Context: an optimization exercise on an open-source flow, tuned for small area and a short achievable clock period. The choices shown serve that exercise and are no tape-out recipe. RTL that was checked went through simulation tests only; none was proved equivalent to the original. Power figures rest on the tool's default switching activity, not on a simulated workload.

run a:
==> flow/design.v (excerpt) <==
module pipelined_regfile_2stage(clk, rst, imem_addr, imem_data, dmem_addr, dmem_wdata, dmem_we, dmem_re, dmem_rdata, wb_en, wb_addr, wb_data);
Settings: LEC_CHECK=0, CAP_MARGIN=20, CORE_MARGIN=2, CORE_UTILIZATION=50, CTS_CLUSTER_DIAMETER=60, CTS_CLUSTER_SIZE=20, SETUP_SLACK_MARGIN=3.9, SLEW_MARGIN=20, SYNTH_HIERARCHICAL=1; clock period 7.0 ns.
standard.sh (not shown) runs the stock make flow with config.mk's settings and CLKGATE_MAP_FILE= SYNTH_SCRIPT=/design/flow/synth_recipe.tcl, a recipe that flattens the netlist after the stock synthesis.
==> flow/flow/run.sh <==
#!/bin/bash
# The standard layout (standard.sh, unchanged synthesis and steps), with
# plain buffers instead of delay cells on the ports. make's full output goes
# to standard.log here; each step's own log is under orfs/logs/.
set -euo pipefail
export BUFFER_PORTS_ARGS="-buffer_cell sky130_fd_sc_hd__buf_2"
bash standard.sh > standard.log 2>&1
Having completed the whole flow, run a delivered a layout that passed the timing, design-rule and antenna checks.
[inputs] run b vs run a
# run a
export LEC_CHECK = 0
export CAP_MARGIN = 20
export CORE_MARGIN = 2
export CORE_UTILIZATION = 50
export CTS_CLUSTER_DIAMETER = 60
export CTS_CLUSTER_SIZE = 20
export SETUP_SLACK_MARGIN = 3.9
export SLEW_MARGIN = 20
export SYNTH_HIERARCHICAL = 1
create_clock -name core_clock -period 7.0 [get_ports {clk}]
# run b
export LEC_CHECK = 0
export CAP_MARGIN = 20
export CORE_MARGIN = 2
export CORE_UTILIZATION = 68
export CTS_CLUSTER_DIAMETER = 60
export CTS_CLUSTER_SIZE = 20
export PLACE_DENSITY = 0.75
export SETUP_SLACK_MARGIN = 3.9
export SLEW_MARGIN = 20
export SYNTH_HIERARCHICAL = 1
create_clock -name core_clock -period 7.0 [get_ports {clk}]
==> notes.md <==
Placement-stage worst setup slack (lower): run a. Tightest slew margin relative to the limit (run b over run a): increase, 2.8 points. Run b against run a: post-detailed-route via-to-cell ratio went up, post-route core utilization went up. Across both runs, count of routing violations after the opening detailed-route iteration was lower for run b than for run a. Compared with run a, run b shows a higher sequential share of layout area. Final critical-path setup slack: lower on run b. Of run b and run a, the higher relative contribution of combinational cells to total power belongs to run a. Against run a, run b reports a synthesis-to-finish area growth that is lower. The lower post-layout minimum cycle time came out of run a.

* * *

pipelined_regfile_2stage, a different RTL version from the one above (not shown whole).
Size: ~110 I/O pins.
clock: 7.0 ns
lec_check: 0
cap_margin: 20
core_margin: 2
core_utilization: 40
setup_slack_margin: 3.6
slew_margin: 20
run.sh (not shown) runs the stock make flow with config.mk's settings and CLKGATE_MAP_FILE= SYNTH_SCRIPT=/design/flow/synth_recipe.tcl, a recipe that flattens the netlist after the stock synthesis.
Stock flow here: none of the scripts above is used.
The starting point produced a clean layout.
==> next run, changes <==
--- a/flow/config.mk
+++ b/flow/config.mk
@@ -10,2 +10,4 @@
 export CORE_UTILIZATION = 40
+export CTS_CLUSTER_DIAMETER = 60
+export CTS_CLUSTER_SIZE = 20
 export SETUP_SLACK_MARGIN = 3.6
Routed wire length barely changes.
Sequential power hardly moves.
Area after synthesis does not change.
No run of this note included a check of the RTL's function; only the layout flow was run.

* * *

before:
pipelined_regfile_2stage, a different RTL version from the one above (not shown whole).
For scale: about 420 flip-flops, ~110 I/O pins, roughly 23000 µm² of cells after synthesis.
export LEC_CHECK = 0
export CAP_MARGIN = 20
export CORE_MARGIN = 2
export CORE_UTILIZATION = 40
export CTS_CLUSTER_DIAMETER = 60
export CTS_CLUSTER_SIZE = 20
export SETUP_SLACK_MARGIN = 3.9
export SLEW_MARGIN = 20
create_clock -name core_clock -period 7.0 [get_ports {clk}]
standard.sh (not shown) runs the stock make flow with config.mk's settings and CLKGATE_MAP_FILE= SYNTH_SCRIPT=/design/flow/synth_recipe.tcl, a recipe that flattens the netlist after the stock synthesis.
==> flow/flow/run.sh <==
#!/bin/bash
# The standard layout, with plain buffers (not delay cells) on the ports.
set -euo pipefail
export BUFFER_PORTS_ARGS="-buffer_cell sky130_fd_sc_hd__buf_2"
bash standard.sh > standard.log 2>&1
diff inputs: before => after
==> flow/run.sh (new file) <==
#!/bin/bash
# synth_recipe.tcl (not shown) runs the flow's synth.tcl, then flattens the netlist and writes it again
# the make line also repeats each setting of config.mk as NAME=value (left out here)
make -C /OpenROAD-flow-scripts/flow DESIGN_CONFIG=/design/flow/config.mk WORK_HOME=/design/flow/orfs CLKGATE_MAP_FILE= SYNTH_SCRIPT=/design/flow/synth_recipe.tcl finish
--- a/flow/config.mk
+++ b/flow/config.mk
@@ -13 +13 @@
-export SETUP_SLACK_MARGIN = 3.9
+export SETUP_SLACK_MARGIN = 3.6
removed: flow/flow/run.sh
removed: flow/standard.sh
- On area overhead of the layout relative to synthesis, the higher figure sits with before, not after.
- after consumes less power than before does.
- In after relative to before, filler cell count had gone up by a few percent.
- Of before and after, the run reporting the higher final period demand of the worst path was before.
- Delta (after minus before): share of the core filled with cells in the final layout went down; via count went down; final setup slack of the worst path went up; sum of routed wire length over all layers went down.

static timing again, ports no longer ideal:
No port has a modelled driver above. Below, the same layouts with a new extraction and two added sets of constraints.
Step 1: set_driving_cell puts a clkbuf_16 on clk and a buf_2 on each other input, an assumption about the parent block.
Step 2 times the ports against the registers' clock, not the clock port: input delays grow and output delays shrink by t, the midpoint of the rising clock arrivals with the driver on.
Three values: ideal ports, drivers, drivers and shift; two values: the first two.
run	t (ns)	setup slack, ns	worst slew at a driven data input, ns
run a	0.626	3.923 / 3.963 / 3.337	0.04
run b	0.682	3.905 / 3.921 / 3.238	0.04
the first run of note 2	0.653	3.486 / 3.520 / 2.867	0.06
the second run of note 2	0.639	3.628 / 3.634 / 3.031	0.06
before	0.652	3.388 / 3.388 / 3.017	0.08
after	0.625	3.507 / 3.507 / 3.041	0.05
After both steps every run listed still meets setup and hold. For run b, which loses most, drivers alone change the setup slack by +0.016 ns; drivers and shift together by -0.667 ns.
